Source: an optimization exercise on an open RTL-to-GDS flow (aim: small area and a short achievable clock period). Production flows keep margins and buffers that such runs may drop.
Function was not checked in any run shown here: the RTL went through the layout flow alone.
Power and IR drop assume default switching activity.

==> design.v <==
module PE(
    input wire CLK,
    input wire RESET,
    input wire EN,
    input wire SELECTOR,
    input wire W_EN,
    input wire signed [7:0] active_left,
    output reg signed [7:0] active_right,
    input wire signed [15:0] in_sum,
    output reg signed [15:0] out_sum,
    input wire signed [7:0] in_weight_above,
    output wire signed [7:0] out_weight_below
    );
    reg signed [7:0] weight_1;
    reg signed [7:0] weight_2;
    wire en_n = ~EN;
    wire sel_n = ~SELECTOR;
    wire ld1 = EN & W_EN & SELECTOR;
    wire ld2 = EN & W_EN & ~SELECTOR;
    wire ld1_n = ~ld1;
    wire ld2_n = ~ld2;
    wire [7:0] w_n, a_n, ar_d, w1_d, w2_d, wb;
    wire [15:0] s_in;
    genvar gi;
    generate for (gi = 0; gi < 8; gi = gi + 1) begin : byte_sel
        pe_mux2i u_wn (.s(SELECTOR), .a1(weight_2[gi]), .a0(weight_1[gi]), .y(w_n[gi]));
        pe_nand2 u_an (.a(active_left[gi]), .b(EN), .y(a_n[gi]));
        pe_ao22 u_ar (.a1(EN), .a2(active_left[gi]), .b1(en_n), .b2(active_right[gi]), .x(ar_d[gi]));
        pe_ao22 u_w1 (.a1(ld1), .a2(in_weight_above[gi]), .b1(ld1_n), .b2(weight_1[gi]), .x(w1_d[gi]));
        pe_ao22 u_w2 (.a1(ld2), .a2(in_weight_above[gi]), .b1(ld2_n), .b2(weight_2[gi]), .x(w2_d[gi]));
        pe_ao22 u_wb (.a1(SELECTOR), .a2(weight_1[gi]), .b1(sel_n), .b2(weight_2[gi]), .x(wb[gi]));
    end endgenerate
    generate for (gi = 0; gi < 16; gi = gi + 1) begin : sum_sel
        pe_ao22 u_si (.a1(EN), .a2(in_sum[gi]), .b1(en_n), .b2(out_sum[gi]), .x(s_in[gi]));
    end endgenerate
    wire pp_0_0;
    pe_nor2 u_x1 (.a(w_n[0]), .b(a_n[0]), .y(pp_0_0));
    wire pp_0_1;
    pe_nor2 u_x2 (.a(w_n[0]), .b(a_n[1]), .y(pp_0_1));
    wire pp_0_2;
    pe_nor2 u_x3 (.a(w_n[0]), .b(a_n[2]), .y(pp_0_2));
    wire pp_0_3;
    pe_nor2 u_x4 (.a(w_n[0]), .b(a_n[3]), .y(pp_0_3));
    wire pp_0_4;
    pe_nor2 u_x5 (.a(w_n[0]), .b(a_n[4]), .y(pp_0_4));
    wire pp_0_5;
    pe_nor2 u_x6 (.a(w_n[0]), .b(a_n[5]), .y(pp_0_5));
    wire pp_0_6;
    pe_nor2 u_x7 (.a(w_n[0]), .b(a_n[6]), .y(pp_0_6));
    wire pp_0_7;
    pe_or2 u_x8 (.a(w_n[0]), .b(a_n[7]), .y(pp_0_7));
    wire pp_1_0;
    pe_nor2 u_x9 (.a(w_n[1]), .b(a_n[0]), .y(pp_1_0));
    wire pp_1_1;
    pe_nor2 u_x10 (.a(w_n[1]), .b(a_n[1]), .y(pp_1_1));
    wire pp_1_2;
    pe_nor2 u_x11 (.a(w_n[1]), .b(a_n[2]), .y(pp_1_2));
    wire pp_1_3;
    pe_nor2 u_x12 (.a(w_n[1]), .b(a_n[3]), .y(pp_1_3));
    wire pp_1_4;
    pe_nor2 u_x13 (.a(w_n[1]), .b(a_n[4]), .y(pp_1_4));
    wire pp_1_5;
    pe_nor2 u_x14 (.a(w_n[1]), .b(a_n[5]), .y(pp_1_5));
    wire pp_1_6;
    pe_nor2 u_x15 (.a(w_n[1]), .b(a_n[6]), .y(pp_1_6));
    wire pp_1_7;
    pe_or2 u_x16 (.a(w_n[1]), .b(a_n[7]), .y(pp_1_7));
    wire pp_2_0;
    pe_nor2 u_x17 (.a(w_n[2]), .b(a_n[0]), .y(pp_2_0));
    wire pp_2_1;
    pe_nor2 u_x18 (.a(w_n[2]), .b(a_n[1]), .y(pp_2_1));
    wire pp_2_2;
    pe_nor2 u_x19 (.a(w_n[2]), .b(a_n[2]), .y(pp_2_2));
    wire pp_2_3;
    pe_nor2 u_x20 (.a(w_n[2]), .b(a_n[3]), .y(pp_2_3));
    wire pp_2_4;
    pe_nor2 u_x21 (.a(w_n[2]), .b(a_n[4]), .y(pp_2_4));
    wire pp_2_5;
    pe_nor2 u_x22 (.a(w_n[2]), .b(a_n[5]), .y(pp_2_5));
    wire pp_2_6;
    pe_nor2 u_x23 (.a(w_n[2]), .b(a_n[6]), .y(pp_2_6));
    wire pp_2_7;
    pe_or2 u_x24 (.a(w_n[2]), .b(a_n[7]), .y(pp_2_7));
    wire pp_3_0;
    pe_nor2 u_x25 (.a(w_n[3]), .b(a_n[0]), .y(pp_3_0));
    wire pp_3_1;
    pe_nor2 u_x26 (.a(w_n[3]), .b(a_n[1]), .y(pp_3_1));
    wire pp_3_2;
    pe_nor2 u_x27 (.a(w_n[3]), .b(a_n[2]), .y(pp_3_2));
    wire pp_3_3;
    pe_nor2 u_x28 (.a(w_n[3]), .b(a_n[3]), .y(pp_3_3));
    wire pp_3_4;
    pe_nor2 u_x29 (.a(w_n[3]), .b(a_n[4]), .y(pp_3_4));
    wire pp_3_5;
    pe_nor2 u_x30 (.a(w_n[3]), .b(a_n[5]), .y(pp_3_5));
    wire pp_3_6;
    pe_nor2 u_x31 (.a(w_n[3]), .b(a_n[6]), .y(pp_3_6));
    wire pp_3_7;
    pe_or2 u_x32 (.a(w_n[3]), .b(a_n[7]), .y(pp_3_7));
    wire pp_4_0;
    pe_nor2 u_x33 (.a(w_n[4]), .b(a_n[0]), .y(pp_4_0));
    wire pp_4_1;
    pe_nor2 u_x34 (.a(w_n[4]), .b(a_n[1]), .y(pp_4_1));
    wire pp_4_2;
    pe_nor2 u_x35 (.a(w_n[4]), .b(a_n[2]), .y(pp_4_2));
    wire pp_4_3;
    pe_nor2 u_x36 (.a(w_n[4]), .b(a_n[3]), .y(pp_4_3));
    wire pp_4_4;
    pe_nor2 u_x37 (.a(w_n[4]), .b(a_n[4]), .y(pp_4_4));
    wire pp_4_5;
    pe_nor2 u_x38 (.a(w_n[4]), .b(a_n[5]), .y(pp_4_5));
    wire pp_4_6;
    pe_nor2 u_x39 (.a(w_n[4]), .b(a_n[6]), .y(pp_4_6));
    wire pp_4_7;
    pe_or2 u_x40 (.a(w_n[4]), .b(a_n[7]), .y(pp_4_7));
    wire pp_5_0;
    pe_nor2 u_x41 (.a(w_n[5]), .b(a_n[0]), .y(pp_5_0));
    wire pp_5_1;
    pe_nor2 u_x42 (.a(w_n[5]), .b(a_n[1]), .y(pp_5_1));
    wire pp_5_2;
    pe_nor2 u_x43 (.a(w_n[5]), .b(a_n[2]), .y(pp_5_2));
    wire pp_5_3;
    pe_nor2 u_x44 (.a(w_n[5]), .b(a_n[3]), .y(pp_5_3));
    wire pp_5_4;
    pe_nor2 u_x45 (.a(w_n[5]), .b(a_n[4]), .y(pp_5_4));
    wire pp_5_5;
    pe_nor2 u_x46 (.a(w_n[5]), .b(a_n[5]), .y(pp_5_5));
    wire pp_5_6;
    pe_nor2 u_x47 (.a(w_n[5]), .b(a_n[6]), .y(pp_5_6));
    wire pp_5_7;
    pe_or2 u_x48 (.a(w_n[5]), .b(a_n[7]), .y(pp_5_7));
    wire pp_6_0;
    pe_nor2 u_x49 (.a(w_n[6]), .b(a_n[0]), .y(pp_6_0));
    wire pp_6_1;
    pe_nor2 u_x50 (.a(w_n[6]), .b(a_n[1]), .y(pp_6_1));
    wire pp_6_2;
    pe_nor2 u_x51 (.a(w_n[6]), .b(a_n[2]), .y(pp_6_2));
    wire pp_6_3;
    pe_nor2 u_x52 (.a(w_n[6]), .b(a_n[3]), .y(pp_6_3));
    wire pp_6_4;
    pe_nor2 u_x53 (.a(w_n[6]), .b(a_n[4]), .y(pp_6_4));
    wire pp_6_5;
    pe_nor2 u_x54 (.a(w_n[6]), .b(a_n[5]), .y(pp_6_5));
    wire pp_6_6;
    pe_nor2 u_x55 (.a(w_n[6]), .b(a_n[6]), .y(pp_6_6));
    wire pp_6_7;
    pe_or2 u_x56 (.a(w_n[6]), .b(a_n[7]), .y(pp_6_7));
    wire pp_7_0;
    pe_or2 u_x57 (.a(w_n[7]), .b(a_n[0]), .y(pp_7_0));
    wire pp_7_1;
    pe_or2 u_x58 (.a(w_n[7]), .b(a_n[1]), .y(pp_7_1));
    wire pp_7_2;
    pe_or2 u_x59 (.a(w_n[7]), .b(a_n[2]), .y(pp_7_2));
    wire pp_7_3;
    pe_or2 u_x60 (.a(w_n[7]), .b(a_n[3]), .y(pp_7_3));
    wire pp_7_4;
    pe_or2 u_x61 (.a(w_n[7]), .b(a_n[4]), .y(pp_7_4));
    wire pp_7_5;
    pe_or2 u_x62 (.a(w_n[7]), .b(a_n[5]), .y(pp_7_5));
    wire pp_7_6;
    pe_or2 u_x63 (.a(w_n[7]), .b(a_n[6]), .y(pp_7_6));
    wire pp_7_7;
    pe_nor2 u_x64 (.a(w_n[7]), .b(a_n[7]), .y(pp_7_7));
    wire s65;
    wire c66;
    pe_ha u_x67 (.a(s_in[5]), .b(pp_0_5), .s(s65), .co(c66));
    wire s68;
    wire c69;
    pe_fa u_x70 (.a(s_in[6]), .b(pp_0_6), .ci(pp_1_5), .s(s68), .co(c69));
    wire s71;
    wire c72;
    pe_ha u_x73 (.a(pp_2_4), .b(pp_3_3), .s(s71), .co(c72));
    wire s74;
    wire c75;
    pe_fa u_x76 (.a(s_in[7]), .b(pp_0_7), .ci(pp_1_6), .s(s74), .co(c75));
    wire s77;
    wire c78;
    pe_fa u_x79 (.a(pp_2_5), .b(pp_3_4), .ci(pp_4_3), .s(s77), .co(c78));
    wire s80;
    wire c81;
    pe_ha u_x82 (.a(pp_5_2), .b(pp_6_1), .s(s80), .co(c81));
    wire s83;
    wire c84;
    pe_xnor2 u_x85 (.a(s_in[8]), .b(pp_1_7), .y(s83));
    pe_or2 u_x86 (.a(s_in[8]), .b(pp_1_7), .y(c84));
    wire s87;
    wire c88;
    pe_fa u_x89 (.a(pp_2_6), .b(pp_3_5), .ci(pp_4_4), .s(s87), .co(c88));
    wire s90;
    wire c91;
    pe_fa u_x92 (.a(pp_5_3), .b(pp_6_2), .ci(pp_7_1), .s(s90), .co(c91));
    wire s93;
    wire c94;
    pe_fa u_x95 (.a(s_in[9]), .b(pp_2_7), .ci(pp_3_6), .s(s93), .co(c94));
    wire s96;
    wire c97;
    pe_fa u_x98 (.a(pp_4_5), .b(pp_5_4), .ci(pp_6_3), .s(s96), .co(c97));
    wire s99;
    wire c100;
    pe_fa u_x101 (.a(s_in[10]), .b(pp_3_7), .ci(pp_4_6), .s(s99), .co(c100));
    wire s102;
    wire c103;
    pe_ha u_x104 (.a(s_in[3]), .b(pp_0_3), .s(s102), .co(c103));
    wire s105;
    wire c106;
    pe_fa u_x107 (.a(s_in[4]), .b(pp_0_4), .ci(pp_1_3), .s(s105), .co(c106));
    wire s108;
    wire c109;
    pe_ha u_x110 (.a(pp_2_2), .b(pp_3_1), .s(s108), .co(c109));
    wire s111;
    wire c112;
    pe_fa u_x113 (.a(pp_1_4), .b(pp_2_3), .ci(pp_3_2), .s(s111), .co(c112));
    wire s114;
    wire c115;
    pe_fa u_x116 (.a(pp_4_1), .b(pp_5_0), .ci(s65), .s(s114), .co(c115));
    wire s117;
    wire c118;
    pe_fa u_x119 (.a(pp_4_2), .b(pp_5_1), .ci(pp_6_0), .s(s117), .co(c118));
    wire s120;
    wire c121;
    pe_fa u_x122 (.a(c66), .b(s71), .ci(s68), .s(s120), .co(c121));
    wire s123;
    wire c124;
    pe_fa u_x125 (.a(pp_7_0), .b(c72), .ci(s80), .s(s123), .co(c124));
    wire s126;
    wire c127;
    pe_fa u_x128 (.a(c69), .b(s74), .ci(s77), .s(s126), .co(c127));
    wire s129;
    wire c130;
    pe_fa u_x131 (.a(s83), .b(c81), .ci(c75), .s(s129), .co(c130));
    wire s132;
    wire c133;
    pe_fa u_x134 (.a(c78), .b(s87), .ci(s90), .s(s132), .co(c133));
    wire s135;
    wire c136;
    pe_fa u_x137 (.a(pp_7_2), .b(c84), .ci(c88), .s(s135), .co(c136));
    wire s138;
    wire c139;
    pe_fa u_x140 (.a(c91), .b(s93), .ci(s96), .s(s138), .co(c139));
    wire s141;
    wire c142;
    pe_fa u_x143 (.a(pp_5_5), .b(pp_6_4), .ci(pp_7_3), .s(s141), .co(c142));
    wire s144;
    wire c145;
    pe_fa u_x146 (.a(c94), .b(c97), .ci(s99), .s(s144), .co(c145));
    wire s147;
    wire c148;
    pe_fa u_x149 (.a(s_in[11]), .b(pp_4_7), .ci(pp_5_6), .s(s147), .co(c148));
    wire s150;
    wire c151;
    pe_fa u_x152 (.a(pp_6_5), .b(pp_7_4), .ci(c100), .s(s150), .co(c151));
    wire s153;
    wire c154;
    pe_fa u_x155 (.a(s_in[12]), .b(pp_5_7), .ci(pp_6_6), .s(s153), .co(c154));
    wire s156;
    wire c157;
    pe_ha u_x158 (.a(s_in[2]), .b(pp_0_2), .s(s156), .co(c157));
    wire s159;
    wire c160;
    pe_fa u_x161 (.a(pp_1_2), .b(pp_2_1), .ci(pp_3_0), .s(s159), .co(c160));
    wire s162;
    wire c163;
    pe_fa u_x164 (.a(pp_4_0), .b(c103), .ci(s108), .s(s162), .co(c163));
    wire s165;
    wire c166;
    pe_fa u_x167 (.a(c109), .b(c106), .ci(s111), .s(s165), .co(c166));
    wire s168;
    wire c169;
    pe_fa u_x170 (.a(c112), .b(s117), .ci(c115), .s(s168), .co(c169));
    wire s171;
    wire c172;
    pe_fa u_x173 (.a(c118), .b(s123), .ci(c121), .s(s171), .co(c172));
    wire s174;
    wire c175;
    pe_fa u_x176 (.a(c124), .b(s129), .ci(c127), .s(s174), .co(c175));
    wire s177;
    wire c178;
    pe_fa u_x179 (.a(c130), .b(s135), .ci(c133), .s(s177), .co(c178));
    wire s180;
    wire c181;
    pe_fa u_x182 (.a(s141), .b(c136), .ci(c139), .s(s180), .co(c181));
    wire s183;
    wire c184;
    pe_fa u_x185 (.a(c142), .b(s147), .ci(c145), .s(s183), .co(c184));
    wire s186;
    wire c187;
    pe_fa u_x188 (.a(pp_7_5), .b(c148), .ci(s153), .s(s186), .co(c187));
    wire s189;
    wire c190;
    pe_fa u_x191 (.a(s_in[13]), .b(pp_6_7), .ci(pp_7_6), .s(s189), .co(c190));
    wire s192;
    wire c193;
    pe_ha u_x194 (.a(s_in[1]), .b(pp_0_1), .s(s192), .co(c193));
    wire s195;
    wire c196;
    pe_fa u_x197 (.a(pp_1_1), .b(pp_2_0), .ci(s156), .s(s195), .co(c196));
    wire s198;
    wire c199;
    pe_fa u_x200 (.a(c157), .b(s102), .ci(s159), .s(s198), .co(c199));
    wire s201;
    wire c202;
    pe_fa u_x203 (.a(c160), .b(s105), .ci(s162), .s(s201), .co(c202));
    wire s204;
    wire c205;
    pe_fa u_x206 (.a(c163), .b(s114), .ci(s165), .s(s204), .co(c205));
    wire s207;
    wire c208;
    pe_fa u_x209 (.a(c166), .b(s120), .ci(s168), .s(s207), .co(c208));
    wire s210;
    wire c211;
    pe_fa u_x212 (.a(s126), .b(c169), .ci(s171), .s(s210), .co(c211));
    wire s213;
    wire c214;
    pe_fa u_x215 (.a(s132), .b(c172), .ci(s174), .s(s213), .co(c214));
    wire s216;
    wire c217;
    pe_fa u_x218 (.a(s138), .b(c175), .ci(s177), .s(s216), .co(c217));
    wire s219;
    wire c220;
    pe_fa u_x221 (.a(s144), .b(c178), .ci(s180), .s(s219), .co(c220));
    wire s222;
    wire c223;
    pe_fa u_x224 (.a(s150), .b(c181), .ci(s183), .s(s222), .co(c223));
    wire s225;
    wire c226;
    pe_fa u_x227 (.a(c151), .b(s186), .ci(c184), .s(s225), .co(c226));
    wire s228;
    wire c229;
    pe_fa u_x230 (.a(c154), .b(s189), .ci(c187), .s(s228), .co(c229));
    wire s231;
    wire c232;
    pe_fa u_x233 (.a(s_in[14]), .b(pp_7_7), .ci(c190), .s(s231), .co(c232));
    wire [15:0] rx = {s_in[15], s231, s228, c223, c220, c217, c214, c211, c208, c205, c202, c199, c196, c193, pp_1_0, s_in[0]};
    wire [15:0] ry = {c232, c229, c226, s225, s222, s219, s216, s213, s210, s207, s204, s201, s198, s195, s192, pp_0_0};
    wire [15:0] sum;
    wire t234, rc235;
    pe_ha u_x236 (.a(rx[0]), .b(ry[0]), .s(t234), .co(rc235));
    assign sum[0] = t234;
    wire t237, rc238;
    pe_fa u_x239 (.a(rx[1]), .b(ry[1]), .ci(rc235), .s(t237), .co(rc238));
    assign sum[1] = t237;
    wire t240, rc241;
    pe_fa u_x242 (.a(rx[2]), .b(ry[2]), .ci(rc238), .s(t240), .co(rc241));
    assign sum[2] = t240;
    wire t243, rc244;
    pe_fa u_x245 (.a(rx[3]), .b(ry[3]), .ci(rc241), .s(t243), .co(rc244));
    assign sum[3] = t243;
    wire g4, p4;
    pe_ha u_x246 (.a(rx[4]), .b(ry[4]), .s(p4), .co(g4));
    wire g5, p5;
    pe_ha u_x247 (.a(rx[5]), .b(ry[5]), .s(p5), .co(g5));
    wire g6, p6;
    pe_ha u_x248 (.a(rx[6]), .b(ry[6]), .s(p6), .co(g6));
    wire g7, p7;
    pe_ha u_x249 (.a(rx[7]), .b(ry[7]), .s(p7), .co(g7));
    wire g8, p8;
    pe_ha u_x250 (.a(rx[8]), .b(ry[8]), .s(p8), .co(g8));
    wire g9, p9;
    pe_ha u_x251 (.a(rx[9]), .b(ry[9]), .s(p9), .co(g9));
    wire g10, p10;
    pe_ha u_x252 (.a(rx[10]), .b(ry[10]), .s(p10), .co(g10));
    wire g11, p11;
    pe_ha u_x253 (.a(rx[11]), .b(ry[11]), .s(p11), .co(g11));
    wire g12, p12;
    pe_ha u_x254 (.a(rx[12]), .b(ry[12]), .s(p12), .co(g12));
    wire g13, p13;
    pe_ha u_x255 (.a(rx[13]), .b(ry[13]), .s(p13), .co(g13));
    wire g14, p14;
    pe_ha u_x256 (.a(rx[14]), .b(ry[14]), .s(p14), .co(g14));
    wire g15, p15;
    pe_ha u_x257 (.a(rx[15]), .b(ry[15]), .s(p15), .co(g15));
    wire G258 = g4 | (p4 & rc244);
    wire G259 = g6 | (p6 & g5);
    wire P260 = p6 & p5;
    wire G261 = g8 | (p8 & g7);
    wire P262 = p8 & p7;
    wire G263 = g10 | (p10 & g9);
    wire P264 = p10 & p9;
    wire G265 = g12 | (p12 & g11);
    wire P266 = p12 & p11;
    wire G267 = g14 | (p14 & g13);
    wire P268 = p14 & p13;
    wire G269 = G259 | (P260 & G258);
    wire G270 = G263 | (P264 & G261);
    wire P271 = P264 & P262;
    wire G272 = G267 | (P268 & G265);
    wire P273 = P268 & P266;
    wire G274 = G270 | (P271 & G269);
    wire G275 = G272 | (P273 & G274);
    wire G276 = G261 | (P262 & G269);
    wire G277 = G265 | (P266 & G274);
    wire G278 = g5 | (p5 & G258);
    wire G279 = g7 | (p7 & G269);
    wire G280 = g9 | (p9 & G276);
    wire G281 = g11 | (p11 & G274);
    wire G282 = g13 | (p13 & G277);
    wire G283 = g15 | (p15 & G275);
    pe_xor2 u_x284 (.a(p4), .b(rc244), .y(sum[4]));
    pe_xor2 u_x285 (.a(p5), .b(G258), .y(sum[5]));
    pe_xor2 u_x286 (.a(p6), .b(G278), .y(sum[6]));
    pe_xor2 u_x287 (.a(p7), .b(G269), .y(sum[7]));
    pe_xor2 u_x288 (.a(p8), .b(G279), .y(sum[8]));
    pe_xor2 u_x289 (.a(p9), .b(G276), .y(sum[9]));
    pe_xor2 u_x290 (.a(p10), .b(G280), .y(sum[10]));
    pe_xor2 u_x291 (.a(p11), .b(G274), .y(sum[11]));
    pe_xor2 u_x292 (.a(p12), .b(G281), .y(sum[12]));
    pe_xor2 u_x293 (.a(p13), .b(G277), .y(sum[13]));
    pe_xor2 u_x294 (.a(p14), .b(G282), .y(sum[14]));
    pe_xnor2 u_x295 (.a(p15), .b(G275), .y(sum[15]));
    always @(negedge RESET or posedge CLK) begin
        if (~RESET) begin
            out_sum <= 0;
            active_right <= 0;
            weight_1 <= 0;
            weight_2 <= 0;
        end else begin
            out_sum <= sum;
            active_right <= ar_d;
            weight_1 <= w1_d;
            weight_2 <= w2_d;
        end
    end
    assign out_weight_below = wb;
endmodule
module pe_fa(input wire a, input wire b, input wire ci, output wire s, output wire co);
    assign {co, s} = a + b + ci;
endmodule
module pe_ha(input wire a, input wire b, output wire s, output wire co);
    assign {co, s} = a + b;
endmodule
module pe_ao22(input wire a1, input wire a2, input wire b1, input wire b2, output wire x);
    assign x = (a1 & a2) | (b1 & b2);
endmodule
module pe_mux2i(input wire s, input wire a1, input wire a0, output wire y);
    assign y = ~(s ? a1 : a0);
endmodule
module pe_nand2(input wire a, input wire b, output wire y);
    assign y = ~(a & b);
endmodule
module pe_nor2(input wire a, input wire b, output wire y);
    assign y = ~(a | b);
endmodule
module pe_or2(input wire a, input wire b, output wire y);
    assign y = a | b;
endmodule
module pe_xor2(input wire a, input wire b, output wire y);
    assign y = a ^ b;
endmodule
module pe_xnor2(input wire a, input wire b, output wire y);
    assign y = ~(a ^ b);
endmodule
module pe_xor3(input wire a, input wire b, input wire c, output wire y);
    assign y = a ^ b ^ c;
endmodule
==> flow/run.sh <==
#!/bin/bash
# Standard layout with two changes: the port buffers are the smallest buffer
# cell, and clock tree synthesis inserts no dummy loads.
set -euo pipefail
export BUFFER_PORTS_ARGS="-buffer_cell sky130_fd_sc_hd__buf_1"
export CTS_ARGS="-sink_clustering_enable -repair_clock_nets -dont_use_dummy_load"
bash standard.sh finish > flow_standard.log 2>&1
==> standard.sh <==
#!/bin/bash
# synth_recipe.tcl (not shown) runs the flow's synth.tcl, then flattens the netlist and writes it again
# the make line also repeats each setting of config.mk as NAME=value (left out here)
make -C /OpenROAD-flow-scripts/flow DESIGN_CONFIG=/design/flow/config.mk WORK_HOME=/design/flow/orfs CLKGATE_MAP_FILE= SYNTH_SCRIPT=/design/flow/synth_recipe.tcl "${@:-finish}"
==> config.mk <==
export PLATFORM = sky130hd
export DESIGN_NAME = PE
export DESIGN_NICKNAME = PE
export VERILOG_FILES = /design/flow/design.v
export SDC_FILE = /design/flow/constraint.sdc
export NUM_CORES = 4
export LEC_CHECK = 0
export CAP_MARGIN = 20
export CORE_MARGIN = 2
export CORE_UTILIZATION = 65
export CTS_CLUSTER_DIAMETER = 100
export CTS_CLUSTER_SIZE = 20
export GPL_TIMING_DRIVEN = 0
export SETUP_SLACK_MARGIN = 0.5
export SLEW_MARGIN = 20
export SYNTH_HIERARCHICAL = 1
==> constraint.sdc <==
create_clock -name core_clock -period 5.5 [get_ports {CLK}]
set_input_delay 1.1000 -clock core_clock [delete_from_list [all_inputs] [get_ports {CLK}]]
set_output_delay 1.1000 -clock core_clock [all_outputs]
set_load 0.01 [all_outputs]
==> results of run 1 <==
==> worst paths after layout <==
| kind | cells after the start | from | endpoint | slack [ns] |
|---|---|---|---|---|
| worst max-delay path | 13 | EN | out_sum[12] | 0.73 |
| worst min-delay path | 1 | active_right[7] | active_right[7] | 0.50 |
| worst max register to register | 12 | weight_2[0] | out_sum[12] | 1.46 |
| worst min register to register | 1 | active_right[7] | active_right[7] | 0.50 |
| max in group asynchronous | 2 | RESET | active_right[2] | 4.32 |
| min in group asynchronous | 1 | RESET | out_sum[11] | 0.72 |
==> what timing repair did <==
item                                    CTS  global route
setup buffers                             2             6
endpoints found under the setup margin    9             4
gates cloned                              1             0
resized for setup                        23             5
==> per-module statistics from Yosys, one instance, submodules excluded, a selection <==
module    area, µm²  flip-flops and latches
pe_xor2        8.76                       0
pe_fa          20.0                       0
pe_ha          12.5                       0
pe_mux2i       10.0                       0
pe_xnor2       8.76                       0
pe_nand2       3.75                       0
==> registers in the layout, indices dropped and copies added, names as in the netlist <==
signal	cells
weight_2	8
weight_1	8
active_right	8
out_sum	16
==> power by group <==
| part | internal (mW) | total, mW | switching, mW | leakage, nW |
|---|---|---|---|---|
| Clock | 0.0819 | 0.179 | 0.0973 | 0.0359 |
| Sequential | 0.397 | 0.456 | 0.0590 | 0.485 |
| Combinational | 0.572 | 1.28 | 0.712 | 1.32 |
==> synth_stat cells (3+ instances only) <==
| cell type | number | area share |
|---|---|---|
| a22o_1 | 48 | 0.12 |
| dfrtp_1 | 40 | 0.29 |
| o21ai_0 | 3 | 0.0044 |
| nand2_1 | 12 | 0.013 |
| a21oi_1 | 6 | 0.0088 |
| or2_1 | 15 | 0.028 |
| xor2_1 | 11 | 0.028 |
| inv_1 | 4 | 0.0044 |
| a21o_1 | 5 | 0.011 |
| mux2i_1 | 8 | 0.023 |
| fa_1 | 51 | 0.30 |
| ha_1 | 20 | 0.073 |
| nor2_1 | 56 | 0.062 |
==> cells by family after synthesis <==
family,synth area share
AOI/OAI and AO/OA,0.162
xor gates and xnor gates,0.0334
adders and majority gates,0.373
buffers and inverters,0.00440
DFF,0.294
muxes,0.0235
and+or+nand+nor,0.110
==> layout make-up <==
cell class / count / share of cell area
Clock buffer: 5 / 0.0170
Timing Repair Buffer: 77 / 0.0880
Multi-Input combinational cell: 247 / 0.619
Timing Repair inverter: 1 / 0.00124
Inverter: 4 / 0.00465
Tap cell: 70 / 0.0217
Sequential cell: 40 / 0.248
==> per-layer routing <==
metal | global-route usage | up-vias | routed length [µm]
met2 | 0.506 | 116 | 4170
met4 | 0.100 | 0 | 116
met3 | 0.0557 | 13 | 538
met1 | 0.431 | 1373 | 3230
li1 | - | 1197 | -
met5 | 0 | - | 0
==> through the flow <==
step	instance area (µm²)	setup slack [ns]	cells
2_1_floorplan	3410	0.843	291
3_3_place_gp	3750	-1.23	429
3_5_place_dp	3770	-0.482	430
4_1_cts	3970	0.548	438
5_1_grt	4040	0.530	444
6_report	4040	0.734	444
==> impl_metrics.csv, run 1 <==
group,metric,value,unit
outcome,status,"finished clean",
timing,slew_headroom,0.685,
logic_synthesis,synth_edf_count,0,
global_route,antenna_found_initial,0,
drt,vias,2699,
clock_tree,path_clk_slew,0.07,ns
drt,antenna_left,0,
logic_synthesis,async_flop_share,1.00,
worst_setup_path,cp_top_family,"adder cells",
worst_hold_path,hold_class,"reg -> reg",
timing,tightest_slew,0.469,ns
placed_design,io_buffers,68,
timing,hold_viol,0,
logic_synthesis,synth_area_per_cell,11.7,µm²
worst_setup_path,crit_path_cell_trace,"buf_8, clkinvlp_4, a22o_1, fa_1, fa_1, fa_1, fa_1, ha_1, a21oi_1, o21ai_0, a21o_1, a21o_1, xor2_1",
clock_tree,cts_hold_buf,0,
logic_synthesis,synth-main-ff-cell,"dfrtp_1",
logic_synthesis,ys_warn_count,7,
flow_run,max-cap-violations,0,
layout,n_fill_cell,351,
drt,wirelength,8050,µm
global_route,grt_pass1_wl,14100,µm
worst_setup_path,cp_slowest_cell,"fa_1",
die,rows,26,
die,die_h,76.4,µm
layout,post-route-util,0.796,
global_route,grt_overflow_total,0,
pwr,p_per_area,475,nW/µm²
logic_synthesis,synth.distinct_cells,23,
timing,slew_violations,0,
timing,finalSetupViolCount,0,
worst_setup_path,path_max_fanout,36,
pwr,finalPower,1.92,mW
global_route,grt_pass1_vias,2889,
drt,wl_per_cell,18.1,µm
drt,drc,0,
logic_synthesis,ys_seq_area_frac,0.294,
die,die_area,5840,µm²
timing,period_needed,4.77,ns
timing,tns,0,ns
layout,most-common-layout-cells,"65 x buf_1, 56 x nor2_1, 51 x fa_1, 48 x a22o_1, 40 x dfrtp_1",
worst_setup_path,crit_path_max_incr_delay,0.54,ns
global_route,grt_max_degree,37,
pwr,p_leak,1.84,nW
clock_tree,cts.sinks,40,
clock_tree,cts_buffers,5,
layout,drive_above_1_share,0.0802,
layout,mostFrequentLayoutCell,"buf_1",
timing,max_freq,210,MHz
global_route,grtUsageTotal,0.311,
logic_synthesis,synth_cells,291,
layout,register_area,1000,µm²
layout,area_growth,18.5,%
clock_tree,clk_latency,0.30,ns
die,ioPinCount,69,
drt,drt_iter0_drc,175,
logic_synthesis,synth-seq-cells,40,
logic_synthesis,synth.net_count,399,
logic_synthesis,syn-cell-area,3410,µm²
worst_setup_path,crit_top_cell,"fa_1",
timing,grt_setup_unrepaired,"false",
layout,antenna_cells,0,
clock_tree,cts_tree,"done",
timing,finalCritPeriodShare,0.866,
worst_setup_path,cp-end-kind,"flip-flop",
clock_tree,clockRootBuffer,"clkbuf_8",
timing,hold_slack,0.497,ns
drt,first_pass_iters,7,
timing,clock_skew,0.0183,ns
die,die_w,76.4,µm
worst_setup_path,startpoint_type,"input port",
worst_setup_path,crit_arrival,4.94,ns
layout,nets,484,
worst_setup_path,path_buf_inv,2,
pwr,peakVddDrop,0.000522,V
clock_tree,htree_levels,2,
placed_design,dp_hpwl,5860,µm
layout,multi_input_area,2500,µm²
die,start_util,0.672,
clock_tree,clk_path_buf_depth,2,
worst_setup_path,worstPathRequired,5.68,ns
drt,viasPerCell,6.08,
placed_design,gp_congestion,0.875,
worst_setup_path,crit_type,"in -> reg",
die,core-area,5070,µm²
==> run 2, diff against run 1 <==
--- a/config.mk
+++ b/config.mk
@@ -8,9 +8,7 @@
 export CAP_MARGIN = 20
 export CORE_MARGIN = 2
 export CORE_UTILIZATION = 65
-export CTS_CLUSTER_DIAMETER = 100
-export CTS_CLUSTER_SIZE = 20
 export GPL_TIMING_DRIVEN = 0
-export SETUP_SLACK_MARGIN = 0.5
+export SETUP_SLACK_MARGIN = 0.7
 export SLEW_MARGIN = 20
 export SYNTH_HIERARCHICAL = 1
==> run 2 against run 1 <==
Against the previous run: largest power group unchanged; largest cell class unchanged; still clean on timing, DRC and antenna; via count up 0.41%; highest routed layer unchanged; non-clock buffer count up 5; critical path type unchanged; final cell count up 1.1%; sequential power about the same.
==> impl_metrics.csv, run 2 <==
group,metric,value,unit
clock_tree,cts_tree,"done",
logic_synthesis,syn-cell-area,3410,µm²
timing,hold_viol,0,
drt,wirelength,8440,µm
layout,fin_area,4100,µm²
global_route,grt_pass1_vias,2928,
logic_synthesis,synth-seq-cells,40,
timing,grt_setup_unrepaired,"true",
pwr,switchingPower,893,µW
worst_setup_path,crit_type,"in -> reg",
clock_tree,clk_path_buf_depth,2,
clock_tree,clockRootBuffer,"clkbuf_8",
flow_run,max-cap-violations,0,
drt,antenna_left,0,
worst_setup_path,path_max_fanout,36,
layout,regMostFlops,"out_sum",
die,die_h,76.4,µm
logic_synthesis,ys_warn_count,7,
worst_hold_path,min_from,"active_right[7]",
pwr,p_int,1.08,mW
worst_hold_path,whs_path_depth,1,
die,core-area,5070,µm²
worst_setup_path,timing.rr.end,"out_sum[12]",
global_route,grt_pass1_wl,14400,µm
worst_setup_path,crit_arrival,4.81,ns
global_route,antenna_found_initial,0,
timing,clock_skew,0.0203,ns
die,die_area,5840,µm²
drt,first_pass_iters,4,
placed_design,io_buffers,68,
worst_setup_path,r2r-start,"weight_2[0]",
global_route,grt_overflow_total,0,
layout,drive_above_1_share,0.106,
global_route,grtUsageTotal,0.318,
logic_synthesis,async_flop_share,1.00,
worst_setup_path,cp_slowest_cell,"fa_1",
timing,finalCritPeriodShare,0.843,
worst_setup_path,crit_top_cell,"fa_1",
logic_synthesis,synth_area_leaders,"fa_1 30%, dfrtp_1 29%, a22o_1 12%",
layout,mostFrequentLayoutCell,"buf_1",
layout,area_growth,20.3,%
layout,most-common-layout-cells,"65 x buf_1, 56 x nor2_1, 51 x fa_1, 48 x a22o_1, 40 x dfrtp_1",
timing,slew_violations,0,
worst_setup_path,worstPathRequired,5.67,ns
die,die_w,76.4,µm
logic_synthesis,synth.distinct_cells,23,
timing,slew_headroom,0.681,
timing,tightest_slew,0.475,ns
worst_setup_path,crit_path_cell_trace,"buf_12, clkinvlp_4, a22o_1, fa_1, fa_1, fa_1, fa_1, ha_2, a21oi_2, o21ai_0, a21o_1, a21o_1, xor2_1",
logic_synthesis,synth_top_area_share,0.300,
die,start_util,0.672,
worst_hold_path,worstHoldEndpoint,"active_right[7]",
pwr,p_leak,1.87,nW
worst_setup_path,startpoint_type,"input port",
logic_synthesis,synthTopCellsByCount,"56 x nor2_1, 51 x fa_1, 48 x a22o_1, 40 x dfrtp_1, 20 x ha_1",
timing,finalSetupViolCount,0,
drt,vias,2710,
worst_setup_path,cp-end-kind,"flip-flop",
pwr,p_sw_frac,0.454,
logic_synthesis,ys_seq_area_frac,0.294,
logic_synthesis,synth_area_per_cell,11.7,µm²
placed_design,gp_congestion,0.875,
clock_tree,htree_levels,2,
pwr,p_comb_frac,0.677,
worst_setup_path,ff2ff_path_depth,12,
pwr,p_clk_frac,0.090,
drt,drt_iter0_drc,197,
worst_setup_path,crit_path_max_incr_delay,0.54,ns
placed_design,dpl-instance-area,3770,µm²
worst_setup_path,r2r_slack,1.54,ns
logic_synthesis,synth_edf_count,0,
drt,drc,0,
layout,n_fill_cell,339,
layout,nets,489,
pwr,p_per_area,480,nW/µm²
timing,period_needed,4.64,ns
die,rows,26,
clock_tree,clk_latency,0.30,ns
logic_synthesis,synth-main-ff-cell,"dfrtp_1",
outcome,status,"finished clean",
clock_tree,path_clk_slew,0.07,ns
die,ioPinCount,69,
pwr,p_seq_frac,0.232,
global_route,grt_max_degree,37,
clock_tree,cts_buffers,5,
logic_synthesis,synth_most_common_cell,"nor2_1",
worst_hold_path,hold_class,"reg -> reg",
logic_synthesis,synth_cells,291,
placed_design,dp_hpwl,5860,µm
logic_synthesis,yosysTopAreaCell,"fa_1",
pwr,finalPower,1.97,mW
clock_tree,cts.sinks,40,
drt,viasPerCell,6.04,
logic_synthesis,synth.net_count,399,
layout,antenna_cells,0,
drt,wl_per_cell,18.8,µm
layout,largest_reg_flops,16,
timing,tns,0,ns
timing,max_freq,216,MHz
pwr,peakVddDrop,0.000552,V
-- run 2: cell counts after synthesis --
Identical to the previous run, type by type.
-- run 2: modules after synthesis (local to each module, per instance), excerpt --
module / cells / flops+latches / times used
pe_fa: 1 / 0 / 51
pe_nand2: 1 / 0 / 8
pe_mux2i: 1 / 0 / 8
pe_or2: 1 / 0 / 15
pe_xor2: 1 / 0 / 11
pe_ao22: 1 / 0 / 48
pe_xnor2: 1 / 0 / 2
pe_nor2: 1 / 0 / 50
pe_ha: 1 / 0 / 20
-- run 2: power groups by stage --
stage / logic [mW] / clock network, mW / registers [mW]
final: 1.33 / 0.178 / 0.457
after global routing: 1.51 / 0.197 / 0.470
after CTS: 1.30 / 0.183 / 0.453
after detailed placement: 1.23 / 0 / 0.450
after global placement: 1.18 / 0 / 0.445
after floorplan: 0.896 / 0 / 0.475
-- run 2: metal layers --
metal  vias to the layer above  global-route usage  wire length, µm
met1                      1364               0.446             3370
met3                        16              0.0604              631
met2                       121               0.507             4300
met5                         -                   0                0
met4                         0               0.104              135
li1                       1209                   -                -
-- run 2: cells by family (layout without fill, tap and decap cells) --
logic type,Yosys count,after routing,share of synthesized area
flip-flops,40,40,0.294
XOR/XNOR,13,13,0.0334
multiplexers,8,8,0.0235
buffers and inverters,4,92,0.00440
AND/OR/NAND/NOR,88,88,0.110
adder cells (fa/ha/maj),71,71,0.373
AO/OA/AOI/OAI,67,67,0.162
-- run 2: final cells by class --
| type | instances | area, µm² | share of cell area |
|---|---|---|---|
| Timing Repair inverter | 1 | 5.00 | 0.00122 |
| Clock buffer | 5 | 68.8 | 0.0168 |
| Tap cell | 70 | 87.6 | 0.0214 |
| Timing Repair Buffer | 82 | 402 | 0.0980 |
| Inverter | 4 | 18.8 | 0.00458 |
| Sequential cell | 40 | 1000 | 0.244 |
| Multi-Input combinational cell | 247 | 2520 | 0.614 |
-- run 2: worst max-delay path by stage --
stage | startpoint | endpoint | slack [ns]
6_report | EN | out_sum[12] | 0.86
2_1_floorplan | SELECTOR | out_sum[12] | 0.84
3_5_place_dp | SELECTOR | out_sum[14] | -0.48
4_1_cts | SELECTOR | out_sum[12] | 0.70
5_1_grt | EN | out_sum[15] | 0.68
3_3_place_gp | EN | out_sum[14] | -1.23
-- run 2: what timing repair did --
action,CTS,global route
hold endpoints to repair,0,0
buffers inserted,13,0
cloned,1,0
hold buffers,0,0
pin swaps,0,1
endpoints found under the setup margin,9,6
resized for setup,26,9
-- run 2: through the flow --
step                      hold WS [ns]   util  setup slack [ns]  cells
after floorplan                  0.485      -             0.843    291
after global placement           0.479  0.739             -1.23    429
after detailed placement         0.481  0.744            -0.482    430
after CTS                        0.500  0.801             0.703    449
after global routing             0.526  0.808             0.682    449
final                            0.499  0.808             0.861    449
-- run 2: worst max-delay path, delay by kind of cell --
family                   cells  cell delay [ns]
buffers and inverters        2             0.38
adder cells (fa/ha/maj)      5             2.27
AO/OA/AOI/OAI                5             0.90
XOR/XNOR                     1             0.15
==> run 3, diff against run 2 <==
--- a/config.mk
+++ b/config.mk
@@ -7,8 +7,9 @@
 export LEC_CHECK = 0
 export CAP_MARGIN = 20
 export CORE_MARGIN = 2
-export CORE_UTILIZATION = 65
+export CORE_UTILIZATION = 75
 export GPL_TIMING_DRIVEN = 0
-export SETUP_SLACK_MARGIN = 0.7
+export PLACE_DENSITY = 0.8
+export SETUP_SLACK_MARGIN = 0.5
 export SLEW_MARGIN = 20
 export SYNTH_HIERARCHICAL = 1
==> run 3 against run 2 <==
Against the previous run: still clean; via count increased by 7.8%; synthesized cell count stayed put; setup slack worse by 0.25 ns; global-route usage rose by 5.3 points; non-clock buffer count fell by 6; total power down 1.5%; sequential power barely moved; wire length is 14% higher; clock power is essentially flat; maximum frequency shrank 5.0%.
==> impl_metrics.csv, run 3 <==
group,metric,value,unit
worst_hold_path,min_from,"active_right[5]",
logic_synthesis,synth-main-ff-cell,"dfrtp_1",
layout,register_area,1000,µm²
worst_setup_path,ff2ff_path_depth,12,
global_route,antenna_found_initial,0,
logic_synthesis,synth_top_area_share,0.300,
drt,wl_per_cell,22.6,µm
pwr,peakVddDrop,0.000587,V
logic_synthesis,syn-cell-area,3410,µm²
clock_tree,cts_buffers,5,
worst_hold_path,whs_path_depth,1,
global_route,grt_pass1_vias,2815,
worst_setup_path,r2r_slack,1.29,ns
drt,wirelength,9590,µm
layout,nets,483,
global_route,grtUsageTotal,0.371,
pwr,p_sw_frac,0.458,
pwr,p_comb_frac,0.671,
logic_synthesis,synth-simple-area-share,0.110,
pwr,p_seq_frac,0.238,
timing,tightest_slew,0.489,ns
logic_synthesis,synth_area_leaders,"fa_1 30%, dfrtp_1 29%, a22o_1 12%",
logic_synthesis,synth_most_common_cell,"nor2_1",
clock_tree,path_clk_slew,0.07,ns
logic_synthesis,synth_area_per_cell,11.7,µm²
drt,drc,0,
clock_tree,clk_latency,0.30,ns
logic_synthesis,synth_top_family_by_area,"adder cells",
timing,slew_headroom,0.667,
pwr,switchingPower,888,µW
pwr,p_per_area,484,nW/µm²
global_route,grt_max_degree,37,
logic_synthesis,ys_seq_area_frac,0.294,
placed_design,dp_hpwl,6250,µm
layout,n_fill_cell,174,
layout,area_growth,17.4,%
logic_synthesis,synth_edf_count,0,
layout,antenna_cells,0,
timing,max_freq,205,MHz
worst_setup_path,crit_type,"in -> reg",
pwr,p_leak,1.84,nW
layout,largest_reg_flops,16,
logic_synthesis,synth.distinct_cells,23,
worst_setup_path,worstPathRequired,5.67,ns
die,die_area,5100,µm²
worst_setup_path,path_max_fanout,18,
drt,vias,2922,
worst_setup_path,cp-end-kind,"flip-flop",
worst_setup_path,startpoint_type,"input port",
worst_setup_path,crit_arrival,5.05,ns
die,die_w,71.4,µm
timing,clock_skew,0.0164,ns
layout,mostFrequentLayoutCell,"buf_1",
die,rows,24,
clock_tree,clockRootBuffer,"clkbuf_8",
drt,drt_iter0_drc,249,
timing,grt_setup_unrepaired,"false",
clock_tree,htree_levels,2,
die,ioPinCount,69,
worst_hold_path,worstHoldEndpoint,"active_right[5]",
outcome,status,"finished clean",
timing,finalSetupViolCount,0,
flow_run,max-cap-violations,0,
drt,antenna_left,0,
layout,drive_above_1_share,0.0777,
worst_hold_path,hold_class,"reg -> reg",
logic_synthesis,async_flop_share,1.00,
logic_synthesis,synth_xor_area_frac,0.0334,
die,start_util,0.783,
timing,period_needed,4.88,ns
clock_tree,cts_hold_buf,0,
logic_synthesis,synth-seq-cells,40,
drt,first_pass_iters,5,
global_route,grt_overflow_total,0,
worst_setup_path,cp-startpoint,"SELECTOR",
layout,multi_input_area,2490,µm²
pwr,p_clk_frac,0.092,
logic_synthesis,synth-adder-area-share,0.373,
layout,most-common-layout-cells,"65 x buf_1, 56 x nor2_1, 51 x fa_1, 48 x a22o_1, 40 x dfrtp_1",
logic_synthesis,ys_warn_count,7,
logic_synthesis,synth_compound_area_frac,0.162,
layout,regMostFlops,"out_sum",
logic_synthesis,synthTopCellsByCount,"56 x nor2_1, 51 x fa_1, 48 x a22o_1, 40 x dfrtp_1, 20 x ha_1",
logic_synthesis,yosysTopAreaCell,"fa_1",
timing,finalCritPeriodShare,0.888,
die,core-area,4350,µm²
logic_synthesis,synth.net_count,399,
drt,viasPerCell,6.88,
worst_setup_path,r2r-start,"weight_2[0]",
timing,hold_viol,0,
timing,slew_violations,0,
die,die_h,71.4,µm
pwr,p_int,1.05,mW
global_route,grt_pass1_wl,14100,µm
pwr,finalPower,1.94,mW
logic_synthesis,synth_cells,291,
clock_tree,cts_tree,"done",
worst_setup_path,timing.rr.end,"out_sum[12]",
placed_design,io_buffers,68,
clock_tree,clk_path_buf_depth,2,
clock_tree,cts.sinks,40,
timing,tns,0,ns
logic_synthesis,synth.area.mux_share,0.0235,
placed_design,gp_congestion,0.881,
[run 3: cell counts after synthesis]
Identical to the previous run, type by type.
[run 3: area by class of cell]
type	count	area share
repair inverters	1	0.00125
repair buffers	76	0.0882
well taps	52	0.0163
flip-flops and latches	40	0.250
inverters	4	0.00469
clock buffers	5	0.0172
multi-input cells	247	0.622
[run 3: power by group through the flow]
stage / clock (mW) / combinational, mW / sequential, mW
4_1_cts: 0.177 / 1.26 / 0.454
3_3_place_gp: 0 / 1.17 / 0.444
6_report: 0.178 / 1.30 / 0.460
5_1_grt: 0.186 / 1.44 / 0.467
3_5_place_dp: 0 / 1.22 / 0.450
2_1_floorplan: 0 / 0.896 / 0.475
[run 3: what timing repair did]
action,in CTS,in global routing
gates resized for setup,22,6
buffers inserted,2,5
gates cloned,1,0
setup endpoints to repair,9,4
[run 3: metrics by stage]
stage	worst slack [ns]	hold WS (ns)	utilization	instances	cell area [µm²]
finish	0.615	0.504	0.919	425	4000
global route	0.478	0.520	0.919	425	4000
CTS	0.534	0.505	0.904	420	3940
detailed placement	-0.437	0.484	0.861	412	3750
global placement	-1.12	0.477	0.856	411	3730
floorplan	0.843	0.485	-	291	3410
[run 3: cell families (layout without fill, tap and decap cells)]
logic type                 count (synthesis)  count (layout)
AOI/OAI and AO/OA                         67              67
and+or+nand+nor                           88              88
buffers and inverters                      4              86
muxes                                      8               8
DFF                                       40              40
xor gates and xnor gates                  13              13
adders and majority gates                 71              71
[run 3: how the worst max path moves through the flow]
stage,endpoint,cells after the start
finish,out_sum[12],13
global placement,out_sum[14],13
global route,out_sum[12],13
detailed placement,out_sum[14],13
CTS,out_sum[14],13
floorplan,out_sum[12],12
[run 3: critical path, cell delays in order]
cell	delay [ns]
buf_6	0.24
mux2i_4	0.42
or2_1	0.19
fa_1	0.46
fa_1	0.44
fa_1	0.53
fa_1	0.43
ha_1	0.36
a21oi_1	0.22
o21ai_0	0.12
a21o_1	0.18
a21o_1	0.18
xor2_1	0.16
[run 3: Yosys stat by module, one instance, submodules excluded, excerpt]
module,times used,flip-flops and latches,cells inside
pe_fa,51,0,1
pe_ao22,48,0,1
pe_or2,15,0,1
pe_mux2i,8,0,1
pe_nand2,8,0,1
pe_xnor2,2,0,1
pe_nor2,50,0,1
[run 3: per-layer routing]
metal	wire (µm)	global-route usage	vias up
li1	-	-	1202
met1	3500	0.504	1444
met2	4890	0.593	228
met3	835	0.0788	48
met4	365	0.151	0
met5	0	0	-
==> run 4, diff against run 3 <==
==> flow/run.sh (replaced) <==
#!/bin/bash
# Standard layout with two changes: the port buffers are the smallest buffer
# cell, and clock tree synthesis inserts no dummy loads, and
# power recovery downsizes gates off the critical paths after global routing.
set -euo pipefail
export BUFFER_PORTS_ARGS="-buffer_cell sky130_fd_sc_hd__buf_1"
export RECOVER_POWER=100
export CTS_ARGS="-sink_clustering_enable -repair_clock_nets -dont_use_dummy_load"
bash standard.sh finish > flow_standard.log 2>&1
--- a/config.mk
+++ b/config.mk
@@ -7,9 +7,8 @@
 export LEC_CHECK = 0
 export CAP_MARGIN = 20
 export CORE_MARGIN = 2
-export CORE_UTILIZATION = 75
+export CORE_UTILIZATION = 65
 export GPL_TIMING_DRIVEN = 0
-export PLACE_DENSITY = 0.8
 export SETUP_SLACK_MARGIN = 0.5
 export SLEW_MARGIN = 20
 export SYNTH_HIERARCHICAL = 1
==> run 4 against run 3 <==
Against the previous run: still clean; design area barely moved; final cell count rose by 4.5%; sequential share of layout area barely moved; sequential cell count did not move; setup slack got worse by 0.058 ns; worst hold slack got worse by 0.0070 ns; first-iteration DRC count fell by 38%; register-to-register slack improved by 0.15 ns; largest power group unchanged.
==> impl_metrics.csv, run 4 <==
group,metric,value,unit
outcome,status,"finished clean",
clock_tree,cts_buffers,5,
logic_synthesis,ys_warn_count,7,
logic_synthesis,yosysTopAreaCell,"fa_1",
global_route,grtUsageTotal,0.311,
logic_synthesis,synth-seq-cells,40,
timing,grt_setup_unrepaired,"false",
die,die_w,76.4,µm
drt,drc,0,
die,die_h,76.4,µm
timing,finalCritPeriodShare,0.899,
layout,most-common-layout-cells,"65 x buf_1, 56 x nor2_1, 51 x fa_1, 48 x a22o_1, 40 x dfrtp_1",
timing,clock_skew,0.0211,ns
pwr,p_per_area,477,nW/µm²
clock_tree,cts_tree,"done",
drt,wl_per_cell,18.2,µm
logic_synthesis,synth.net_count,399,
die,core-area,5070,µm²
worst_setup_path,worstPathRequired,5.67,ns
drt,wirelength,8060,µm
worst_setup_path,ff2ff_path_depth,12,
worst_setup_path,cp-end-kind,"flip-flop",
pwr,finalPower,1.91,mW
worst_setup_path,crit_end,"out_sum[15]",
pwr,p_leak,1.82,nW
die,ioPinCount,69,
global_route,grt_overflow_total,0,
die,die_area,5840,µm²
flow_run,max-cap-violations,0,
logic_synthesis,async_flop_share,1.00,
layout,antenna_cells,0,
die,rows,26,
global_route,grt_pass1_vias,2889,
worst_setup_path,crit_arrival,5.11,ns
pwr,peakVddDrop,0.000532,V
drt,first_pass_iters,4,
clock_tree,clk_latency,0.30,ns
logic_synthesis,synth-main-ff-cell,"dfrtp_1",
logic_synthesis,synth_cells,291,
worst_setup_path,crit_top_cell,"fa_1",
logic_synthesis,synth_area_leaders,"fa_1 30%, dfrtp_1 29%, a22o_1 12%",
logic_synthesis,ys_seq_area_frac,0.294,
clock_tree,path_clk_slew,0.07,ns
worst_setup_path,path_max_fanout,36,
global_route,grt_max_degree,37,
logic_synthesis,synth.distinct_cells,23,
worst_setup_path,cp_top_family,"adder cells",
layout,post-route-util,0.788,
layout,area_growth,17.4,%
drt,viasPerCell,6.00,
global_route,grt_pass1_wl,14100,µm
timing,hold_slack,0.497,ns
logic_synthesis,synth_most_common_cell,"nor2_1",
worst_setup_path,cp.depth,13,
placed_design,dp_hpwl,5860,µm
worst_setup_path,timing.rr.end,"out_sum[12]",
timing,tightest_slew,1.37,ns
die,start_util,0.672,
timing,slew_violations,0,
worst_setup_path,r2r_slack,1.44,ns
clock_tree,clockRootBuffer,"clkbuf_8",
timing,slew_headroom,0.0862,
timing,max_freq,202,MHz
drt,drt_iter0_drc,154,
layout,mostFrequentLayoutCell,"buf_1",
timing,hold_viol,0,
drt,antenna_left,0,
worst_setup_path,startpoint_type,"input port",
worst_setup_path,crit_type,"in -> reg",
worst_hold_path,hold_class,"reg -> reg",
timing,tns,0,ns
logic_synthesis,synthTopCellsByCount,"56 x nor2_1, 51 x fa_1, 48 x a22o_1, 40 x dfrtp_1, 20 x ha_1",
clock_tree,htree_levels,2,
clock_tree,clk_path_buf_depth,2,
worst_setup_path,cp-startpoint,"EN",
worst_setup_path,crit_path_max_incr_delay,0.53,ns
worst_setup_path,r2r-start,"weight_2[0]",
placed_design,gp_congestion,0.875,
layout,regMostFlops,"out_sum",
layout,n_fill_cell,361,
logic_synthesis,synth_top_area_share,0.300,
clock_tree,cts.sinks,40,
layout,drive_above_1_share,0.0668,
global_route,antenna_found_initial,0,
layout,fin_cells,444,
timing,period_needed,4.94,ns
placed_design,io_buffers,68,
worst_setup_path,path_buf_inv,3,
logic_synthesis,synth_area_per_cell,11.7,µm²
worst_setup_path,cp_slowest_cell,"fa_1",
worst_setup_path,crit_path_cell_trace,"buf_8, clkinvlp_2, clkbuf_1, a22o_1, fa_1, fa_1, fa_1, fa_1, ha_1, o21a_1, nor2_1, o31ai_1, xnor2_1",
placed_design,place_inst,430,
layout,nets,484,
logic_synthesis,synth_edf_count,0,
timing,finalSetupViolCount,0,
logic_synthesis,syn-cell-area,3410,µm²
drt,vias,2666,
layout,largest_reg_flops,16,
[run 4: cell count changes in the layout (fill, tap and decap cells not counted), sizes merged]
cell / delta
buf: -3
clkbuf: +4
[run 4: repair_timing]
action / 4_1_cts / 5_1_grt
setup endpoints to repair: 9 / 4
pin swaps: 0 / 0
buffers inserted: 2 / 6
gates resized for setup: 23 / 5
cloned: 1 / 0
hold buffers: 0 / 0
[run 4: report_power, final]
group	leakage [nW]	total (mW)	internal [mW]	switching (mW)
sequential	0.485	0.455	0.397	0.0582
clock	0.0359	0.180	0.0819	0.0976
combinational	1.30	1.27	0.565	0.708
[run 4: layer usage]
metal / routed length [µm] / global-route usage
met1: 3230 / 0.431
met2: 4160 / 0.506
met3: 531 / 0.0557
met4: 141 / 0.100
met5: 0 / 0
[run 4: per-module statistics from Yosys, one instance, submodules excluded, excerpt]
module / area, µm² / cells / copies in the design
pe_mux2i: 10.0 / 1 / 8
pe_nand2: 3.75 / 1 / 8
PE: 1210 / 78 / 1
pe_nor2: 3.75 / 1 / 50
pe_or2: 6.26 / 1 / 15
pe_fa: 20.0 / 1 / 51
[run 4: worst min path at each step]
stage	from	endpoint	slack, ns	cells after the start
finish	active_right[1]	active_right[1]	0.50	1
global route	active_right[2]	active_right[2]	0.53	1
CTS	active_right[1]	active_right[1]	0.50	1
detailed placement	active_right[1]	active_right[1]	0.48	1
global placement	active_right[0]	active_right[0]	0.48	1
floorplan	weight_1[0]	weight_1[0]	0.49	1
[run 4: through the flow]
stage / setup WS [ns] / area, µm²
6_report: 0.558 / 4000
3_3_place_gp: -1.23 / 3750
3_5_place_dp: -0.482 / 3770
5_1_grt: 0.335 / 4000
2_1_floorplan: 0.843 / 3410
4_1_cts: 0.548 / 3970
[run 4: final cells by class]
class                   instances  area [µm²]  share of cell area
clock buffers                   5        68.8              0.0172
inverters                       4        16.3             0.00407
repair inverters                1        5.00             0.00125
well taps                      70        87.6              0.0219
repair buffers                 77         334              0.0835
multi-input cells             247        2490               0.622
flip-flops and latches         40        1000               0.250
[run 4: cell families after synthesis]
| family | after synthesis | share of synthesized area |
|---|---|---|
| buffers and inverters | 4 | 0.00440 |
| and+or+nand+nor | 88 | 0.110 |
| xor gates and xnor gates | 13 | 0.0334 |
| adders and majority gates | 71 | 0.373 |
| DFF | 40 | 0.294 |
| muxes | 8 | 0.0235 |
| AOI/OAI and AO/OA | 67 | 0.162 |
==> run 5, diff against run 4 <==
--- a/design.v
+++ b/design.v
@@ -345,68 +345,66 @@
     wire t243, rc244;
     pe_fa u_x245 (.a(rx[3]), .b(ry[3]), .ci(rc241), .s(t243), .co(rc244));
     assign sum[3] = t243;
-    wire g4, p4;
-    pe_ha u_x246 (.a(rx[4]), .b(ry[4]), .s(p4), .co(g4));
-    wire g5, p5;
-    pe_ha u_x247 (.a(rx[5]), .b(ry[5]), .s(p5), .co(g5));
+    wire t246, rc247;
+    pe_fa u_x248 (.a(rx[4]), .b(ry[4]), .ci(rc244), .s(t246), .co(rc247));
+    assign sum[4] = t246;
+    wire t249, rc250;
+    pe_fa u_x251 (.a(rx[5]), .b(ry[5]), .ci(rc247), .s(t249), .co(rc250));
+    assign sum[5] = t249;
     wire g6, p6;
-    pe_ha u_x248 (.a(rx[6]), .b(ry[6]), .s(p6), .co(g6));
+    pe_ha u_x252 (.a(rx[6]), .b(ry[6]), .s(p6), .co(g6));
     wire g7, p7;
-    pe_ha u_x249 (.a(rx[7]), .b(ry[7]), .s(p7), .co(g7));
+    pe_ha u_x253 (.a(rx[7]), .b(ry[7]), .s(p7), .co(g7));
     wire g8, p8;
-    pe_ha u_x250 (.a(rx[8]), .b(ry[8]), .s(p8), .co(g8));
+    pe_ha u_x254 (.a(rx[8]), .b(ry[8]), .s(p8), .co(g8));
     wire g9, p9;
-    pe_ha u_x251 (.a(rx[9]), .b(ry[9]), .s(p9), .co(g9));
+    pe_ha u_x255 (.a(rx[9]), .b(ry[9]), .s(p9), .co(g9));
     wire g10, p10;
-    pe_ha u_x252 (.a(rx[10]), .b(ry[10]), .s(p10), .co(g10));
+    pe_ha u_x256 (.a(rx[10]), .b(ry[10]), .s(p10), .co(g10));
     wire g11, p11;
-    pe_ha u_x253 (.a(rx[11]), .b(ry[11]), .s(p11), .co(g11));
+    pe_ha u_x257 (.a(rx[11]), .b(ry[11]), .s(p11), .co(g11));
     wire g12, p12;
-    pe_ha u_x254 (.a(rx[12]), .b(ry[12]), .s(p12), .co(g12));
+    pe_ha u_x258 (.a(rx[12]), .b(ry[12]), .s(p12), .co(g12));
     wire g13, p13;
-    pe_ha u_x255 (.a(rx[13]), .b(ry[13]), .s(p13), .co(g13));
+    pe_ha u_x259 (.a(rx[13]), .b(ry[13]), .s(p13), .co(g13));
     wire g14, p14;
-    pe_ha u_x256 (.a(rx[14]), .b(ry[14]), .s(p14), .co(g14));
+    pe_ha u_x260 (.a(rx[14]), .b(ry[14]), .s(p14), .co(g14));
     wire g15, p15;
-    pe_ha u_x257 (.a(rx[15]), .b(ry[15]), .s(p15), .co(g15));
-    wire G258 = g4 | (p4 & rc244);
-    wire G259 = g6 | (p6 & g5);
-    wire P260 = p6 & p5;
-    wire G261 = g8 | (p8 & g7);
-    wire P262 = p8 & p7;
-    wire G263 = g10 | (p10 & g9);
-    wire P264 = p10 & p9;
-    wire G265 = g12 | (p12 & g11);
-    wire P266 = p12 & p11;
-    wire G267 = g14 | (p14 & g13);
-    wire P268 = p14 & p13;
-    wire G269 = G259 | (P260 & G258);
-    wire G270 = G263 | (P264 & G261);
-    wire P271 = P264 & P262;
-    wire G272 = G267 | (P268 & G265);
-    wire P273 = P268 & P266;
-    wire G274 = G270 | (P271 & G269);
-    wire G275 = G272 | (P273 & G274);
-    wire G276 = G261 | (P262 & G269);
-    wire G277 = G265 | (P266 & G274);
-    wire G278 = g5 | (p5 & G258);
-    wire G279 = g7 | (p7 & G269);
-    wire G280 = g9 | (p9 & G276);
-    wire G281 = g11 | (p11 & G274);
-    wire G282 = g13 | (p13 & G277);
-    wire G283 = g15 | (p15 & G275);
-    pe_xor2 u_x284 (.a(p4), .b(rc244), .y(sum[4]));
-    pe_xor2 u_x285 (.a(p5), .b(G258), .y(sum[5]));
-    pe_xor2 u_x286 (.a(p6), .b(G278), .y(sum[6]));
-    pe_xor2 u_x287 (.a(p7), .b(G269), .y(sum[7]));
-    pe_xor2 u_x288 (.a(p8), .b(G279), .y(sum[8]));
-    pe_xor2 u_x289 (.a(p9), .b(G276), .y(sum[9]));
-    pe_xor2 u_x290 (.a(p10), .b(G280), .y(sum[10]));
-    pe_xor2 u_x291 (.a(p11), .b(G274), .y(sum[11]));
+    pe_ha u_x261 (.a(rx[15]), .b(ry[15]), .s(p15), .co(g15));
+    wire G262 = g6 | (p6 & rc250);
+    wire G263 = g8 | (p8 & g7);
+    wire P264 = p8 & p7;
+    wire G265 = g10 | (p10 & g9);
+    wire P266 = p10 & p9;
+    wire G267 = g12 | (p12 & g11);
+    wire P268 = p12 & p11;
+    wire G269 = g14 | (p14 & g13);
+    wire P270 = p14 & p13;
+    wire G271 = g7 | (p7 & G262);
+    wire G272 = G263 | (P264 & G262);
+    wire G273 = g11 | (p11 & G265);
+    wire P274 = p11 & P266;
+    wire G275 = G267 | (P268 & G265);
+    wire P276 = P268 & P266;
+    wire G277 = g15 | (p15 & G269);
+    wire P278 = p15 & P270;
+    wire G279 = g9 | (p9 & G272);
+    wire G280 = G265 | (P266 & G272);
+    wire G281 = G273 | (P274 & G272);
+    wire G282 = G275 | (P276 & G272);
+    wire G283 = g13 | (p13 & G282);
+    wire G284 = G269 | (P270 & G282);
+    wire G285 = G277 | (P278 & G282);
+    pe_xor2 u_x286 (.a(p6), .b(rc250), .y(sum[6]));
+    pe_xor2 u_x287 (.a(p7), .b(G262), .y(sum[7]));
+    pe_xor2 u_x288 (.a(p8), .b(G271), .y(sum[8]));
+    pe_xor2 u_x289 (.a(p9), .b(G272), .y(sum[9]));
+    pe_xor2 u_x290 (.a(p10), .b(G279), .y(sum[10]));
+    pe_xor2 u_x291 (.a(p11), .b(G280), .y(sum[11]));
     pe_xor2 u_x292 (.a(p12), .b(G281), .y(sum[12]));
-    pe_xor2 u_x293 (.a(p13), .b(G277), .y(sum[13]));
-    pe_xor2 u_x294 (.a(p14), .b(G282), .y(sum[14]));
-    pe_xnor2 u_x295 (.a(p15), .b(G275), .y(sum[15]));
+    pe_xor2 u_x293 (.a(p13), .b(G282), .y(sum[13]));
+    pe_xor2 u_x294 (.a(p14), .b(G283), .y(sum[14]));
+    pe_xnor2 u_x295 (.a(p15), .b(G284), .y(sum[15]));
     always @(negedge RESET or posedge CLK) begin
         if (~RESET) begin
             out_sum <= 0;
==> flow/run.sh (replaced) <==
#!/bin/bash
# Standard layout with two changes: the port buffers are the smallest buffer
# cell, and clock tree synthesis inserts no dummy loads.
set -euo pipefail
export BUFFER_PORTS_ARGS="-buffer_cell sky130_fd_sc_hd__buf_1"
export CTS_ARGS="-sink_clustering_enable -repair_clock_nets -dont_use_dummy_load"
bash standard.sh finish > flow_standard.log 2>&1
==> run 5 against run 4 <==
Against the previous run: critical path depth grew 1; maximum frequency grew 0.94%; setup slack better by 0.046 ns; utilization grew 0.17 points; synthesized area fell by 0.84%; via count fell by 3.1%; clock skew down 0.0046 ns; worst hold slack gained 0.0028 ns; critical endpoint is now out_sum[14]; largest power group unchanged.
==> impl_metrics.csv, run 5 <==
group,metric,value,unit
layout,post-route-util,0.790,
logic_synthesis,ys_warn_count,7,
global_route,antenna_found_initial,0,
clock_tree,cts_buffers,5,
clock_tree,cts_hold_buf,0,
drt,wirelength,7920,µm
pwr,p_seq_frac,0.239,
die,start_util,0.666,
logic_synthesis,synth-seq-cells,40,
layout,mostFrequentLayoutCell,"buf_1",
die,rows,26,
worst_setup_path,path_max_fanout,36,
pwr,p_clk_frac,0.093,
worst_setup_path,cp-end-kind,"flip-flop",
layout,most-common-layout-cells,"65 x buf_1, 54 x nor2_1, 52 x fa_1, 48 x a22o_1, 40 x dfrtp_1",
placed_design,dpl-instance-area,3750,µm²
timing,finalSetupViolCount,0,
logic_synthesis,synth-main-ff-cell,"dfrtp_1",
timing,hold_slack,0.500,ns
logic_synthesis,synth-adder-area-share,0.381,
logic_synthesis,synth_compound_area_frac,0.151,
global_route,grt_pass1_vias,2846,
logic_synthesis,synth_edf_count,0,
timing,clock_skew,0.0165,ns
clock_tree,path_clk_slew,0.08,ns
layout,antenna_cells,0,
layout,nets,474,
logic_synthesis,synth.area.mux_share,0.0237,
global_route,grt_overflow_total,0,
outcome,status,"finished clean",
clock_tree,clockRootBuffer,"clkbuf_8",
clock_tree,clk_latency,0.29,ns
layout,largest_reg_flops,16,
logic_synthesis,syn-cell-area,3380,µm²
pwr,p_int,1.07,mW
timing,hold_viol,0,
logic_synthesis,synth_area_leaders,"fa_1 31%, dfrtp_1 30%, a22o_1 12%",
worst_setup_path,worstPathRequired,5.66,ns
layout,multi_input_area,2470,µm²
layout,area_growth,18.6,%
logic_synthesis,synth_xor_area_frac,0.0285,
pwr,p_per_area,475,nW/µm²
logic_synthesis,ys_seq_area_frac,0.296,
timing,grt_setup_unrepaired,"true",
clock_tree,htree_levels,2,
drt,first_pass_iters,4,
pwr,peakVddDrop,0.000521,V
die,die_area,5790,µm²
layout,n_fill_cell,352,
==> run 5: kinds of logic after synthesis <==
| family | Yosys count |
|---|---|
| flops | 40 |
| simple gates | 88 |
| xor+xnor | 11 |
| mux | 8 |
| compound gates | 60 |
| buf+inv | 6 |
| fa+ha+maj | 71 |
==> run 5: area by class of cell <==
cell class	count	area share
sequential	40	0.250
inverter	6	0.00655
timing repair inverter	1	0.00125
multi-input combinational	238	0.616
clock buffer	5	0.0172
tap	70	0.0218
timing repair buffer	74	0.0871
==> run 5: timing repair <==
item | 4_1_cts | 5_1_grt
setup endpoints to repair | 10 | 5
gates resized for setup | 24 | 7
cloned | 1 | 0
pin swaps | 0 | 3
buffers inserted | 4 | 1
==> run 5: final timing paths <==
kind,endpoint,slack (ns),depth (start not counted)
max reg2reg,out_sum[15],1.33,13
min in group asynchronous,out_sum[3],0.75,1
max,out_sum[14],0.60,14
max in group asynchronous,weight_1[5],4.26,2
min,active_right[0],0.50,1
min reg2reg,active_right[0],0.50,1
==> run 5: through the flow <==
stage	worst slack (ns)	std cells	TNS [ns]
after floorplan	0.704	284	0
after global placement	-1.41	422	-12.59
after detailed placement	-0.700	423	-5.16
after CTS	0.528	433	0
after global routing	0.464	434	0
final	0.604	434	0
==> run 5: power by group through the flow <==
stage	clock (mW)	sequential, mW	combinational [mW]
after global routing	0.196	0.465	1.42
after CTS	0.182	0.453	1.22
after global placement	0	0.443	1.13
after detailed placement	0	0.450	1.18
after floorplan	0	0.474	0.877
final	0.177	0.456	1.27
==> run 5: modules after synthesis, one instance, submodules excluded <==
| module | cells inside | area [µm²] |
|---|---|---|
| PE | 73 | 1180 |
| pe_ao22 | 1 | 8.76 |
| pe_fa | 1 | 20.0 |
| pe_ha | 1 | 12.5 |
| pe_mux2i | 1 | 10.0 |
| pe_nand2 | 1 | 3.75 |
| pe_nor2 | 1 | 3.75 |
| pe_or2 | 1 | 6.26 |
| pe_xnor2 | 1 | 8.76 |
| pe_xor2 | 1 | 8.76 |
==> run 5: metal layers <==
metal | GRT usage | share of wire
met2 | 0.515 | 0.52
met1 | 0.408 | 0.41
met5 | 0 | 0
met3 | 0.0509 | 0.049
met4 | 0.0836 | 0.019
==> run 5: critical path, stage by stage <==
cell,delay (ns)
buf_12,0.18
clkinvlp_4,0.16
buf_4,0.19
a22o_1,0.26
fa_1,0.47
fa_1,0.44
fa_1,0.51
fa_1,0.44
ha_1,0.34
and2_1,0.19
a221oi_2,0.29
o21ai_2,0.12
a21o_1,0.20
xor2_1,0.16

Setup slack of run 5, layout unchanged: 0.604 ns with ideal ports, 0.564 ns with driving cells assumed (clock clkbuf_16, inputs buf_2), 0.250 ns with port delays also shifted by the 0.314 ns mid clock arrival.
